Background: an optimization exercise with open tools, aiming at a short achievable clock period and few clock cycles. Do not read the settings as production practice.
In this exercise RTL edits were held to simulation tests only and were not proved equivalent to the original.

[flow/design.v]
module CPU_31(
   input clk,
   input rst,
   output [10:0] imem_addr,
   input  [31:0] imem_data,
   output [9:0]  dmem_addr,
   output        dmem_we,
   output [31:0] dmem_wdata,
   input  [31:0] dmem_rdata
    );
    reg  [31:0] pcF;
    reg  [31:0] irE;
    reg  [31:0] pcE;
    reg         vE;
    reg  [31:0] rf [1:31];
    reg  [31:0] HI, LO;
    reg  [31:0] cp0 [0:31];
    reg  [9:0]  maddr;
    reg         mwe;
    reg  [31:0] mwdata;
    reg         ldM;
    reg  [4:0]  rdM;
    reg  [2:0]  ltM;
    reg         ldW;
    reg  [4:0]  rdW;
    reg  [2:0]  ltW;
    reg  [31:0] ldr;
    reg         dbusy;
    reg  [1:0]  dcnt;
    reg  [32:0] drem;
    reg  [31:0] dquo;
    reg  [31:0] ddiv;
    reg         dsq, dsr, dbz;
    assign imem_addr  = pcF[10:0];
    assign dmem_addr  = maddr;
    assign dmem_we    = mwe;
    assign dmem_wdata = mwdata;
    reg [31:0] ldval;
    always @(*) begin
        case (ltW)
            3'd1:    ldval = {{24{ldr[7]}}, ldr[7:0]};
            3'd2:    ldval = {24'b0, ldr[7:0]};
            3'd3:    ldval = {{16{ldr[15]}}, ldr[15:0]};
            3'd4:    ldval = {16'b0, ldr[15:0]};
            default: ldval = ldr;
        endcase
    end
    wire [5:0]  op  = irE[31:26];
    wire [4:0]  rs  = irE[25:21];
    wire [4:0]  rt  = irE[20:16];
    wire [4:0]  rd  = irE[15:11];
    wire [4:0]  sa  = irE[10:6];
    wire [5:0]  fn  = irE[5:0];
    wire [15:0] imm = irE[15:0];
    wire opR   = (op == 6'b000000);
    wire iADD  = opR && (fn == 6'b100000);
    wire iADDU = opR && (fn == 6'b100001);
    wire iSUB  = opR && (fn == 6'b100010);
    wire iSUBU = opR && (fn == 6'b100011);
    wire iAND  = opR && (fn == 6'b100100);
    wire iOR   = opR && (fn == 6'b100101);
    wire iXOR  = opR && (fn == 6'b100110);
    wire iNOR  = opR && (fn == 6'b100111);
    wire iSLT  = opR && (fn == 6'b101010);
    wire iSLTU = opR && (fn == 6'b101011);
    wire iSLL  = opR && (fn == 6'b000000);
    wire iSRL  = opR && (fn == 6'b000010);
    wire iSRA  = opR && (fn == 6'b000011);
    wire iSLLV = opR && (fn == 6'b000100);
    wire iSRLV = opR && (fn == 6'b000110);
    wire iSRAV = opR && (fn == 6'b000111);
    wire iJR   = opR && (fn == 6'b001000);
    wire iJALR = opR && (fn == 6'b001001);
    wire iSYS  = opR && (fn == 6'b001100);
    wire iBRK  = opR && (fn == 6'b001101);
    wire iMFHI = opR && (fn == 6'b010000);
    wire iMTHI = opR && (fn == 6'b010001);
    wire iMFLO = opR && (fn == 6'b010010);
    wire iMTLO = opR && (fn == 6'b010011);
    wire iMULTU= opR && (fn == 6'b011001);
    wire iDIV  = opR && (fn == 6'b011010);
    wire iDIVU = opR && (fn == 6'b011011);
    wire iTEQ  = opR && (fn == 6'b110100);
    wire iBGEZ = (op == 6'b000001);
    wire iJ    = (op == 6'b000010);
    wire iJAL  = (op == 6'b000011);
    wire iBEQ  = (op == 6'b000100);
    wire iBNE  = (op == 6'b000101);
    wire iADDI = (op == 6'b001000);
    wire iADDIU= (op == 6'b001001);
    wire iSLTI = (op == 6'b001010);
    wire iSLTIU= (op == 6'b001011);
    wire iANDI = (op == 6'b001100);
    wire iORI  = (op == 6'b001101);
    wire iXORI = (op == 6'b001110);
    wire iLUI  = (op == 6'b001111);
    wire opC0  = (op == 6'b010000);
    wire iERET = opC0 && (fn == 6'b011000);
    wire iMFC0 = opC0 && (fn == 6'b000000) && (rs == 5'b00000);
    wire iMTC0 = opC0 && (fn == 6'b000000) && (rs != 5'b00000);
    wire opS2  = (op == 6'b011100);
    wire iCLZ  = opS2 && (fn == 6'b100000);
    wire iMUL  = opS2 && (fn == 6'b000010);
    wire iLB   = (op == 6'b100000);
    wire iLH   = (op == 6'b100001);
    wire iLW   = (op == 6'b100011);
    wire iLBU  = (op == 6'b100100);
    wire iLHU  = (op == 6'b100101);
    wire iSB   = (op == 6'b101000);
    wire iSH   = (op == 6'b101001);
    wire iSW   = (op == 6'b101011);
    wire isLoad  = iLB | iLH | iLW | iLBU | iLHU;
    wire isStore = iSB | iSH | iSW;
    wire use_rs = ~(iSLL | iSRL | iSRA | iJ | iJAL | iLUI | opC0 |
                    iSYS | iBRK | iMFHI | iMFLO);
    wire use_rt = iADD | iADDU | iSUB | iSUBU | iAND | iOR | iXOR | iNOR |
                  iSLT | iSLTU | iSLL | iSRL | iSRA | iSLLV | iSRLV | iSRAV |
                  iMULTU | iDIV | iDIVU | iTEQ | iBEQ | iBNE | iMTC0 |
                  iMUL | isStore;
    wire [31:0] rf_rs = (rs == 5'd0) ? 32'b0 : rf[rs];
    wire [31:0] rf_rt = (rt == 5'd0) ? 32'b0 : rf[rt];
    wire [31:0] rsv = (ldW && rdW == rs && rs != 5'd0) ? ldval : rf_rs;
    wire [31:0] rtv = (ldW && rdW == rt && rt != 5'd0) ? ldval : rf_rt;
    wire hilo_acc = iMFHI | iMFLO | iMTHI | iMTLO | iMULTU | iDIV | iDIVU;
    wire ld_haz = ldM && (rdM != 5'd0) &&
                  ((use_rs && rs == rdM) || (use_rt && rt == rdM));
    wire stallE = vE && (ld_haz || (hilo_acc && dbusy));
    wire commit = vE && !stallE;
    wire [31:0] simm = {{16{imm[15]}}, imm};
    wire [31:0] zimm = {16'b0, imm};
    wire [31:0] pcE1 = pcE + 32'd1;
    wire [63:0] prod = {32'b0, rsv} * {32'b0, rtv};
    wire [31:0] addv = rsv + rtv;
    wire [31:0] subv = rsv - rtv;
    wire [31:0] addiv = rsv + simm;
    wire        sltv  = (rsv[31] ^ rtv[31]) ? rsv[31] : (rsv < rtv);
    wire        sltuv = (rsv < rtv);
    wire        sltiv = (rsv[31] ^ simm[31]) ? rsv[31] : (rsv < simm);
    wire        sltiuv= (rsv < zimm);
    wire [4:0]  shamt = (iSLLV | iSRLV | iSRAV) ? rsv[4:0] : sa;
    wire [31:0] sllv = rtv << shamt;
    wire [31:0] srlv = rtv >> shamt;
    wire signed [31:0] rtvs = rtv;
    wire [31:0] srav = rtvs >>> shamt;
    reg [4:0] clzv;
    integer k;
    always @(*) begin
        clzv = 5'd0;
        for (k = 0; k < 32; k = k + 1)
            if (rsv[k]) clzv = 5'd31 - k[4:0];
    end
    reg [31:0] res;
    always @(*) begin
        res = 32'b0;
        if (iADD | iADDU)         res = addv;
        else if (iSUB | iSUBU)    res = subv;
        else if (iAND)            res = rsv & rtv;
        else if (iOR)             res = rsv | rtv;
        else if (iXOR)            res = rsv ^ rtv;
        else if (iNOR)            res = ~(rsv | rtv);
        else if (iSLT)            res = {31'b0, sltv};
        else if (iSLTU)           res = {31'b0, sltuv};
        else if (iSLL | iSLLV)    res = sllv;
        else if (iSRL | iSRLV)    res = srlv;
        else if (iSRA | iSRAV)    res = srav;
        else if (iJALR | iJAL)    res = pcE1;
        else if (iADDI | iADDIU)  res = addiv;
        else if (iSLTI)           res = {31'b0, sltiv};
        else if (iSLTIU)          res = {31'b0, sltiuv};
        else if (iANDI)           res = rsv & zimm;
        else if (iORI)            res = rsv | zimm;
        else if (iXORI)           res = rsv ^ zimm;
        else if (iLUI)            res = {imm, 16'b0};
        else if (iMFHI)           res = HI;
        else if (iMFLO)           res = LO;
        else if (iMFC0)           res = cp0[rd];
        else if (iCLZ)            res = {27'b0, clzv};
        else if (iMUL)            res = prod[31:0];
    end
    wire wr_rd = iADD | iADDU | iSUB | iSUBU | iAND | iOR | iXOR | iNOR |
                 iSLT | iSLTU | iSLL | iSRL | iSRA | iSLLV | iSRLV | iSRAV |
                 iJALR | iMFHI | iMFLO | iCLZ | iMUL;
    wire wr_rt = iADDI | iADDIU | iSLTI | iSLTIU | iANDI | iORI | iXORI |
                 iLUI | iMFC0;
    wire [4:0] wreg = iJAL ? 5'd31 : (wr_rd ? rd : rt);
    wire       we_e = commit && (wr_rd | wr_rt | iJAL) && (wreg != 5'd0);
    wire teq_trap = iTEQ && (rsv == rtv);
    wire exc      = iSYS | iBRK | teq_trap;
    wire [25:0] jidx = irE[25:0] - 26'h0100000;
    wire        br_t = (iBEQ && rsv == rtv) || (iBNE && rsv != rtv) ||
                       (iBGEZ && !rsv[31]);
    reg [31:0] nextE;
    always @(*) begin
        if (iJ | iJAL)          nextE = {pcE[31:28], 2'b00, jidx};
        else if (iJR | iJALR)   nextE = rsv;
        else if (exc)           nextE = 32'd1;
        else if (iERET)         nextE = cp0[14];
        else if (br_t)          nextE = pcE1 + simm;
        else                    nextE = pcE1;
    end
    wire redirect = commit && (nextE != pcF);
    reg [31:0] rf_next [1:31];
    integer i;
    always @(*) begin
        for (i = 1; i < 32; i = i + 1) begin
            rf_next[i] = rf[i];
            if (ldW && rdW == i[4:0]) rf_next[i] = ldval;
            if (we_e && wreg == i[4:0]) rf_next[i] = res;
        end
    end
    always @(posedge clk or posedge rst) begin
        if (rst) begin
            for (i = 1; i < 32; i = i + 1) rf[i] <= 32'b0;
        end else begin
            for (i = 1; i < 32; i = i + 1) rf[i] <= rf_next[i];
        end
    end
    wire dstart = commit && (iDIV | iDIVU);
    wire dsa = iDIV & rsv[31];
    wire dsb = iDIV & rtv[31];
    reg [32:0] nrem;
    reg [31:0] nquo;
    integer s;
    always @(*) begin
        nrem = drem;
        nquo = dquo;
        for (s = 0; s < 8; s = s + 1) begin
            nrem = {nrem[31:0], nquo[31]};
            nquo = {nquo[30:0], 1'b0};
            if (nrem >= {1'b0, ddiv}) begin
                nrem = nrem - {1'b0, ddiv};
                nquo[0] = 1'b1;
            end
        end
    end
    wire [31:0] qfin = dbz ? 32'b0 : (dsq ? (~nquo + 32'd1) : nquo);
    wire [31:0] rfin = dbz ? 32'b0 : (dsr ? (~nrem[31:0] + 32'd1) : nrem[31:0]);
    always @(posedge clk or posedge rst) begin
        if (rst) begin
            HI <= 32'b0; LO <= 32'b0;
            dbusy <= 1'b0; dcnt <= 2'd0;
            drem <= 33'b0; dquo <= 32'b0; ddiv <= 32'b0;
            dsq <= 1'b0; dsr <= 1'b0; dbz <= 1'b0;
        end else begin
            if (dbusy) begin
                drem <= nrem;
                dquo <= nquo;
                dcnt <= dcnt + 2'd1;
                if (dcnt == 2'd3) begin
                    dbusy <= 1'b0;
                    LO <= qfin;
                    HI <= rfin;
                end
            end
            if (dstart) begin
                dbusy <= 1'b1;
                dcnt  <= 2'd0;
                drem  <= 33'b0;
                dquo  <= dsa ? (~rsv + 32'd1) : rsv;
                ddiv  <= dsb ? (~rtv + 32'd1) : rtv;
                dsq   <= dsa ^ dsb;
                dsr   <= dsa;
                dbz   <= (rtv == 32'b0);
            end
            if (commit && iMTHI)  HI <= rsv;
            if (commit && iMTLO)  LO <= rsv;
            if (commit && iMULTU) begin HI <= prod[63:32]; LO <= prod[31:0]; end
        end
    end
    wire [31:0] cp0_12 = cp0[12];
    wire [31:0] cp0_13 = cp0[13];
    wire [4:0]  ecode  = iSYS ? 5'd8 : (iBRK ? 5'd9 : 5'd13);
    reg  [31:0] cp0_next [0:31];
    always @(*) begin
        for (i = 0; i < 32; i = i + 1) begin
            cp0_next[i] = cp0[i];
            if (commit && iMTC0 && rd == i[4:0]) cp0_next[i] = rtv;
        end
        if (commit && exc) begin
            cp0_next[14] = pcE;
            cp0_next[12] = {cp0_12[26:0], 5'b0};
            cp0_next[13] = {cp0_13[31:7], ecode, cp0_13[1:0]};
        end
    end
    always @(posedge clk or posedge rst) begin
        if (rst) begin
            for (i = 0; i < 32; i = i + 1) cp0[i] <= (i == 12) ? 32'd1 : 32'd0;
        end else begin
            for (i = 0; i < 32; i = i + 1) cp0[i] <= cp0_next[i];
        end
    end
    wire [31:0] eaddr = rsv + simm;
    always @(posedge clk or posedge rst) begin
        if (rst) begin
            maddr <= 10'b0; mwe <= 1'b0; mwdata <= 32'b0;
            ldM <= 1'b0; rdM <= 5'b0; ltM <= 3'b0;
            ldW <= 1'b0; rdW <= 5'b0; ltW <= 3'b0; ldr <= 32'b0;
        end else begin
            maddr  <= eaddr[9:0];
            mwe    <= commit && isStore;
            mwdata <= iSB ? {24'b0, rtv[7:0]} : (iSH ? {16'b0, rtv[15:0]} : rtv);
            ldM    <= commit && isLoad && (rt != 5'd0);
            rdM    <= rt;
            ltM    <= iLB ? 3'd1 : iLBU ? 3'd2 : iLH ? 3'd3 : iLHU ? 3'd4 : 3'd0;
            ldW    <= ldM && !(we_e && wreg == rdM);
            rdW    <= rdM;
            ltW    <= ltM;
            ldr    <= dmem_rdata;
        end
    end
    wire [31:0] fi   = imem_data;
    wire [5:0]  fop  = fi[31:26];
    wire [5:0]  ffn  = fi[5:0];
    wire        fRt  = (fop == 6'b000000);
    wire        fJ   = (fop == 6'b000010) || (fop == 6'b000011);
    wire        fBEQ = (fop == 6'b000100);
    wire        fBNE = (fop == 6'b000101);
    wire        fBGEZ= (fop == 6'b000001);
    wire        fsame= (fi[25:21] == fi[20:16]);
    wire        fBrT = (fBEQ && (fi[15] || fsame)) || (fBNE && !fsame) || fBGEZ;
    wire        fJR  = fRt && (ffn == 6'b001000);
    wire        fEXC = fRt && ((ffn == 6'b001100) || (ffn == 6'b001101) ||
                               ((ffn == 6'b110100) && fsame));
    wire        fERET= (fi == 32'h42000018);
    wire [31:0] pcF1  = pcF + 32'd1;
    wire [31:0] fbt   = pcF1 + {{16{fi[15]}}, fi[15:0]};
    wire [25:0] fjidx = fi[25:0] - 26'h0100000;
    wire [31:0] fjt   = {pcF[31:28], 2'b00, fjidx};
    reg [31:0] predF;
    always @(*) begin
        if (fJ)          predF = fjt;
        else if (fBrT)   predF = fbt;
        else if (fJR)    predF = rf_next[31];
        else if (fEXC)   predF = 32'd1;
        else if (fERET)  predF = cp0_next[14];
        else             predF = pcF1;
    end
    always @(posedge clk or posedge rst) begin
        if (rst) begin
            pcF <= 32'b0;
            irE <= 32'b0;
            pcE <= 32'b0;
            vE  <= 1'b0;
        end else if (redirect) begin
            pcF <= nextE;
            vE  <= 1'b0;
        end else if (!stallE) begin
            pcF <= predF;
            irE <= fi;
            pcE <= pcF;
            vE  <= 1'b1;
        end
    end
endmodule
[flow/run.sh]
#!/bin/bash
# synth_recipe.tcl (not shown) runs the flow's synth.tcl, then flattens the netlist and writes it again
# the make line also repeats each setting of config.mk as NAME=value (left out here)
make -C /OpenROAD-flow-scripts/flow DESIGN_CONFIG=/design/flow/config.mk WORK_HOME=/design/flow/orfs CLKGATE_MAP_FILE= SYNTH_SCRIPT=/design/flow/synth_recipe.tcl finish
[flow/config.mk]
export PLATFORM = sky130hd
export DESIGN_NAME = CPU_31
export DESIGN_NICKNAME = CPU_31
export VERILOG_FILES = /design/flow/design.v
export SDC_FILE = /design/flow/constraint.sdc
export NUM_CORES = 4
export LEC_CHECK = 0
export CAP_MARGIN = 20
export CELL_PAD_IN_SITES_DETAIL_PLACEMENT = 3
export CELL_PAD_IN_SITES_GLOBAL_PLACEMENT = 3
export CORE_MARGIN = 2
export CORE_UTILIZATION = 25
export PLACE_DENSITY = 0.4
export SLEW_MARGIN = 20
[flow/constraint.sdc]
create_clock -name core_clock -period 300.0 [get_ports {clk}]
set_input_delay 60.0000 -clock core_clock [delete_from_list [all_inputs] [get_ports {clk}]]
set_output_delay 60.0000 -clock core_clock [all_outputs]
set_load 0.01 [all_outputs]
==> impl_results.md, run 1 <==
* Top cell type's share of synthesized area at 31.5%
* Placed cell area at 206000 sq um
* Post-synth top flop: dfrtp_1
* DRT iter0 DRCs at ~24000
* Layout cells sized above 1 at approximately a tenth
* Routed WL at 1550 mm
* Worst rel slew slack at approximately an eighth
* All-layer global routing usage at 39.5%
* Setup violators final at 0
* FILL cells at 91100
* Sequential-to-total area share from yosys stat at 31.6%
* Nature of the critical path endpoint: register
* Final net count at 24900
* H-tree Lvls at 5
* Max clock buf depth at 4
* RSZ-0062 raised after global routing: no
* PostCTS Resize Cnt at 0
* Max Cap Viol at 0
* Tmin final at 66000 ps
* Post-CTS setup buffers at 0
* Synth async-reset ratio at 100%
* Grt ovf at 0
* Syn nets at approximately 25000
* Final core occ at 29.0%
* Worst slew pin tran at 1310 ps
* Most area-hungry cell type in the Yosys netlist: dfrtp_1
* Placed Instances at 32700
* Mapped cell area at approximately 190000 sq um
* Area delta synth->final at 15.8%
* Slew Limit Fails at 0
* Clock sink count at 2372
* Hold Vio Cnt, Final at 0
* Rows at 318
* DIE AREA at about 760000 sq um
* Kind of critical path: in -> reg
* Largest net degree at the start of global routing at approximately 140
* PortBufs at 119
* Post-Syn Instances at 23500
* Yosys warnings at 37
* Via Count at 208000
* Post-route design area at 218000 sq um
* EDFF count, synth at 0
* CTS tree: done
* Global-route wire length before repair at 2050 mm
* Synth top area cells: dfrtp_1 32%, fa_1 9.7%, nand2_1 6.7%, a21oi_1 5.9%, ha_1 5.2%
* Clk slew on worst S/H paths at 70 ps
* Core Box Area at about 750000 sq um
* Cts hold-fix bufs at 0
* CP Max Fanout at 5
* Synth Register Bits at between 2000 and 2500
* Status: finished clean
* Layout Cells excl Fill at between 30000 and 40000
* Half-perimeter wire length after placement at around 1100 mm
* Via count of the first global-routing pass at 214000
* Initial Util at 25.1%
* Final Skew at 107 ps
* Post-route DRC at 0
* Detailed Routing Iterations Pass 1 at 6
* Worst min path class: reg -> reg
* DIE WIDTH at 871 microns
* Netlist cell types at 114
* Vias per cell at between 6 and 7
* CP Data Arrival Time at between 60000 and 70000 ps
* Clk root buf: clkbuf_16
* Avg WL per Cell at approximately 46 microns
* Setup tns final at 0 ps
* Final ANT Viol Nets at 0
* Insertion delay to the later sink of the worst-skew pair at 1110 ps
* DIE HEIGHT at approximately 870 microns
* I/O pins at between 100 and 150
* CP startpoint kind: input pin
* Max frequency at 15.2 MHz
* Tcrit/Tclk final at around 22%
* Worst path required time at 300910 ps
* Routability Congestion at 0.964
* Average cell area after synthesis at 8.00 sq um
* Cts bufs inserted at 331
* Initial antenna violation count at 320
[sequential cells by signal, indices dropped and copies added, names as in the netlist, 10 cells and up]
| name | cells |
|---|---|
| rf | 992 |
| cp0 | 1024 |
| dquo | 32 |
| LO | 32 |
| ddiv | 32 |
| pcF | 32 |
| maddr | 10 |
| pcE | 32 |
| irE | 32 |
| HI | 32 |
| drem | 32 |
| mwdata | 32 |
| ldr | 32 |
[critical path: stages]
cell and delay, ps:
clkdlybuf4s50_1 890, ha_1 490, fa_1 440, a21o_1 210, a21oi_1 250, o21bai_1 120, a21oi_1 400, o21bai_1 150
a21oi_1 380, nor2_1 130, a211oi_1 250, buf_4 200, a21oi_1 110, a211oi_1 400, nor2b_1 90, o21ai_0 200
nand2b_1 160, a41oi_1 400, a21oi_1 240, a211oi_1 360, nor3_1 170, a21o_1 200, a21oi_1 200, xnor2_1 160
nor2_1 60, o31ai_1 230
[final cells by class]
type,count,area [sq um],area share (%)
Multi-Input combinational cell,17800,120000,54.9
Sequential cell,2372,59400,27.3
Tap cell,9920,12400,5.70
Timing Repair Buffer,1227,9810,4.51
Clock buffer,498,9680,4.45
Inverter,1357,5100,2.34
Clock inverter,96,1520,0.699
Antenna cell,121,303,0.139
[metal layers]
metal	vias up	GRT usage [%]	share of wire (%)
li1	81200	-	-
met2	9658	61.0	44
met5	-	0	0.075
met1	114000	52.5	42
met4	132	19.8	6.1
met3	2716	7.78	7.7
[kinds of logic (layout without fill, tap and decap cells)]
| kind of cell | after synthesis | after routing | share of synthesized area (%) |
|---|---|---|---|
| AO/OA/AOI/OAI | 7179 | 7179 | 23.7 |
| AND/OR/NAND/NOR | 8017 | 8017 | 18.5 |
| XOR/XNOR | 615 | 615 | 2.86 |
| flip-flops | 2372 | 2372 | 31.6 |
| buffers and inverters | 3295 | 3178 | 6.62 |
| adder cells (fa/ha/maj) | 1698 | 1698 | 14.9 |
| other | 0 | 121 | 0 |
| multiplexers | 331 | 331 | 1.84 |
[final timing paths]
kind / from / endpoint / slack, ps / cells after the start
worst max-delay path: imem_data[0] / pcF[30]$_DFFE_PP0P_ / 234000 / 26
worst min-delay path: ltM[0]$_DFF_PP0_ / ltW[0]$_DFF_PP0_ / 360 / 0
worst max register to register: ddiv[10]$_DFFE_PP0P_ / HI[20]$_DFFE_PP0P_ / 260650 / 120
worst min register to register: ltM[0]$_DFF_PP0_ / ltW[0]$_DFF_PP0_ / 360 / 0
max in group asynchronous: rst / maddr[2]$_DFF_PP0_ / 235540 / 8
min in group asynchronous: rst / ldr[6]$_DFF_PP0_ / 59420 / 2
[metrics by stage]
step | hold WS [ps] | worst slack [ps]
floorplan | 331 | 172970
global placement | 346 | 233320
detailed placement | 343 | 233280
CTS | 356 | 234310
global route | 372 | 233800
finish | 356 | 234000
[synthesized netlist by cell type (139+ instances only)]
master       n
a21oi_1   2205
and3_1     261
a221oi_1   139
fa_1       909
xor2_1     193
inv_1     1327
buf_1      263
o21ai_0   1933
ha_1       789
a211oi_1   281
clkbuf_1  1644
nand4_1    267
dfrtp_1   2371
nor3_1     303
mux2i_1    220
nand3_1    591
a22oi_1    976
xnor2_1    422
o211ai_1   291
a21o_1     205
nor2b_1    206
nor2_1    2418
nand2_1   3377
[cells in the final DEF (no fill, tap or decap), drive strengths merged, types with 303 or more instances in the layout]
cell type / synthesis / final
nand3: 592 / 592
nand2: 3379 / 3379
nor3: 303 / 303
buf: 294 / 1108
nor2: 2418 / 2418
a21oi: 2207 / 2207
o21ai: 1956 / 1956
fa: 909 / 909
xnor2: 422 / 422
inv: 1336 / 1350
ha: 789 / 789
a22oi: 976 / 976
clkbuf: 1644 / 498
dfrtp: 2371 / 2371
Testbench counts, summed over its fixed seeds: cycles 26,974.
==> inputs of run 2 (changes only) <==
==> flow/flow/run.sh (new file) <==
#!/bin/bash
# The standard layout (the standard.sh: standard synthesis, floorplan,
# placement, CTS, routing, finish) with the timing repair steps asked to
# reach a setup slack of 238 ns against the design's own constraints
# (300 ns clock, 60 ns I/O delays), i.e. a clock period near 62 ns.
# Gate cloning is left off so that every register keeps its standard name.
set -o pipefail
bash standard.sh SETUP_SLACK_MARGIN=238 SKIP_GATE_CLONING=1 finish > standard_flow.log 2>&1
==> flow/standard.sh (new file) <==
#!/bin/bash
# synth_recipe.tcl (not shown) runs the flow's synth.tcl, then flattens the netlist and writes it again
# the make line also repeats each setting of config.mk as NAME=value (left out here)
make -C /OpenROAD-flow-scripts/flow DESIGN_CONFIG=/design/flow/config.mk WORK_HOME=/design/flow/orfs CLKGATE_MAP_FILE= SYNTH_SCRIPT=/design/flow/synth_recipe.tcl "${@:-finish}"
--- a/flow/config.mk
+++ b/flow/config.mk
@@ -12,3 +12,4 @@
 export CORE_UTILIZATION = 25
 export PLACE_DENSITY = 0.4
 export SLEW_MARGIN = 20
+export TNS_END_PERCENT = 5
removed: flow/run.sh
==> run 2 against run 1 <==
Effect of this change:
- still clean
- flip-flop and latch count did not move
- maximum frequency rose by 4.2%
- final area rose by 0.55%
- largest cell class unchanged
==> impl_results.md, run 2 <==
* Worst Reg-to-Reg Cells at 122 (+1.7%)
* Sequential-to-total area share from yosys stat at 31.6% (unchanged)
* DRT iter0 DRCs at 25000 (+4.4%)
* Routed WL at 1540 mm (-0.46%)
* Via count of the first global-routing pass at 215000 (+0.24%)
* Synth async-reset ratio at 100% (unchanged)
* Final core occ at 29.2% (+0.16 points)
* Tmin final at 63370 ps (-2630 ps)
* H-tree Lvls at 5 (unchanged)
* Most frequent cells in the layout: 3347 x nand2_1, 2350 x dfrtp_1, 2275 x nor2_1, 2159 x a21oi_1, 1903 x o21ai_0
* Setup violators final at 0 (unchanged)
* CP startpoint: imem_data[0]
* CTS tree: done
* Slew Limit Fails at 0 (unchanged)
* Clk slew on worst S/H paths at 60 ps (about the same)
* Routability Congestion at 0.969 (+0.55%)
* Post-synth top flop: dfrtp_1
* Detailed Routing Iterations Pass 1 at 7 (+1)
* Placed cell area at 206000 sq um (-0.10%)
* Worst reg2reg startpoint: ddiv[14]$_DFFE_PP0P_
* Post-route DRC at 0 (unchanged)
* All-layer global routing usage at 39.3% (-0.23 points)
* Top Registers: cp0 x1024, rf x992
* Most area-hungry cell type in the Yosys netlist: dfrtp_1
* Tcrit/Tclk final at 21.1% (-0.88 points)
* Area delta synth->final at 16.4%
* Half-perimeter wire length after placement at 1090 mm (-1.7%)
* Layout cells sized above 1 at 10.4% (+0.48 points)
* Worst slew pin tran at 1410 ps (+100 ps)
* DIE HEIGHT at 871 microns (unchanged)
* CP Depth at 25 (-3.8%)
* Status: finished clean
* Final Skew at 116 ps (+9.29 ps)
* Initial antenna violation count at 307 (-4.1%)
* Avg WL per Cell at 46.1 microns (-0.66%)
* Synth Register Bits at 2372 (unchanged)
* Cts hold-fix bufs at 0 (unchanged)
* Via Count at 209000 (+0.52%)
* Hold Vio Cnt, Final at 0 (unchanged)
* Largest net degree at the start of global routing at 135 (-4.3%)
* Slowest CP cell: fa_2
* Most instantiated cells after synthesis: 3377 x nand2_1, 2418 x nor2_1, 2371 x dfrtp_1
* Max clock buf depth at 4 (unchanged)
* R2R Setup Slk at 261200 ps (+550 ps)
* Post-Syn Instances at 23500 (unchanged)
* Worst path required time at 300950 ps (+40 ps)
* Clock sink count at 2372 (unchanged)
* RSZ-0062 raised after global routing: yes
* Nature of the critical path endpoint: register
* Mapped cell area at 188000 sq um (unchanged)
* Largest Register: cp0
* Clk root buf: clkbuf_16
* Grt ovf at 0 (unchanged)
* CP Data Arrival Time at 64310 ps (-2610 ps)
* Max Cap Viol at 0 (unchanged)
* Vias per cell at 6.23 (+0.31%)
* Dominant cell by count in the synthesized netlist: nand2_1
* EDFF count, synth at 0 (unchanged)
* Buf/Inv on CP at 1 (-1)
* Top Family by Delay on Critical Path: compound AO/OA/AOI/OAI gates
* RR Endpoint: HI[20]$_DFFE_PP0P_
* Worst rel slew slack at 6.08% (-6.7 points)
* CP startpoint kind: input pin
* Netlist cell types at 114 (unchanged)
* I/O pins at 120 (unchanged)
* Setup tns final at 0 ps (unchanged)
* Final ANT Viol Nets at 0 (unchanged)
* DIE WIDTH at 871 microns (unchanged)
* Synth top area cells: dfrtp_1 32%, fa_1 9.7%, nand2_1 6.7%, a21oi_1 5.9%, ha_1 5.2%
* CP most frequent cell: a21oi_2
* Average cell area after synthesis at 8.00 sq um (unchanged)
* Global-route wire length before repair at 2040 mm (-0.45%)
* Insertion delay to the later sink of the worst-skew pair at 1140 ps (+30 ps)
* Cts bufs inserted at 335 (+1.2%)
* Rows at 318 (unchanged)
* PortBufs at 119 (unchanged)
* Core Box Area at 750000 sq um (unchanged)
* Final net count at 24900 (+0.10%)
* Top cell type's share of synthesized area at 31.5% (unchanged)
* Post-route design area at 219000 sq um (+0.55%)
* Yosys warnings at 37 (unchanged)
* CP Max Fanout at 2 (-3)
* Initial Util at 25.1% (unchanged)
* Max frequency at 15.8 MHz (+4.2%)
* Largest stage delay, worst path at 340 ps (-550 ps)
* Worst min path class: reg -> reg
* Kind of critical path: in -> reg
* Worst setup path endpoint: pcF[30]$_DFFE_PP0P_
* DIE AREA at 759000 sq um (unchanged)
* Largest register FFs at 1024 (unchanged)
* Syn nets at 25300 (unchanged)
* Commonest non-fill, non-tap cell in the layout: nand2_1
run 2: repair_timing:
action                                 4_1_cts  5_1_grt
endpoints found under the hold margin        0        0
setup endpoints to repair                 1570      923
resized for setup                          132       36
pin swaps                                   50       47
setup buffers                               40       23
run 2: metal layers:
| metal | part of all wire [%] | routed length [microns] | GRT usage, % |
|---|---|---|---|
| met5 | 0.032 | 488 | 0 |
| met4 | 5.3 | 82600 | 17.7 |
| met3 | 7.9 | 122000 | 8.18 |
| met2 | 44 | 676000 | 60.5 |
| met1 | 43 | 664000 | 52.9 |
run 2: final cells by class:
type,instances,area [sq um]
diodes,150,375
clock buffers,507,10000
clock inverters,105,1230
fillers,91000,531000
inverters,1357,5100
multi-input cells,17800,120000
flip-flops and latches,2372,59400
well taps,9920,12400
repair buffers,1249,10500
run 2: cell families (layout without fill, tap and decap cells):
logic type                 count (synthesis)  in the layout  share of synthesized area [%]
buffers and inverters                   3295           3218                           6.62
DFF                                     2372           2372                           31.6
adders and majority gates               1698           1698                           14.9
xor gates and xnor gates                 615            615                           2.86
and+or+nand+nor                         8017           8017                           18.5
AOI/OAI and AO/OA                       7179           7179                           23.7
other                                      0            150                              0
muxes                                    331            331                           1.84
run 2: how the worst min path moves through the flow:
stage	cells after the start	startpoint	slack, ps	to
floorplan	0	ltM[0]$_DFF_PP0_	330	ltW[0]$_DFF_PP0_
global placement	0	ltM[1]$_DFF_PP0_	340	ltW[1]$_DFF_PP0_
detailed placement	0	ltM[1]$_DFF_PP0_	350	ltW[1]$_DFF_PP0_
CTS	0	ltM[1]$_DFF_PP0_	370	ltW[1]$_DFF_PP0_
global route	0	ltM[1]$_DFF_PP0_	380	ltW[1]$_DFF_PP0_
finish	0	ltM[1]$_DFF_PP0_	370	ltW[1]$_DFF_PP0_
run 2: per-stage QoR:
step / instances / hold slack [ps] / setup WS [ps]
6_report: 33500 / 369 / 236630
5_1_grt: 33400 / 385 / 236400
4_1_cts: 33300 / 371 / 236820
3_5_place_dp: 32700 / 354 / 233220
3_3_place_gp: 32700 / 338 / 233050
2_1_floorplan: 23500 / 331 / 207030

==> separate check: timing with driven ports <==
In the flow no input, the clock included, has a driving cell. The finished layouts below were timed again as built, in two steps. Step 1: set_driving_cell puts a clkbuf_16 on clk and a buf_2 on each other input, an assumption about the parent block. Step 2 also shifts input and output timing later by t, the mid clock arrival at the registers, as if the neighbouring blocks saw the same clock. a / b / c = no drivers / after step 1 / after step 2; a / b = the first two.
| run | shift t [ns] | setup WS [ns] | worst setup path after step 2 |
|---|---|---|---|
| run 1 | 1.196 | 233.999 / 234.114 / 232.918 | input to register |
| run 2 | 1.190 | 236.634 / 236.597 / 235.407 | input to register |
After both steps every run listed still meets setup and hold. The setup slack of run 2, which loses most, moves by -0.037 ns with the drivers and by -1.227 ns with both steps.
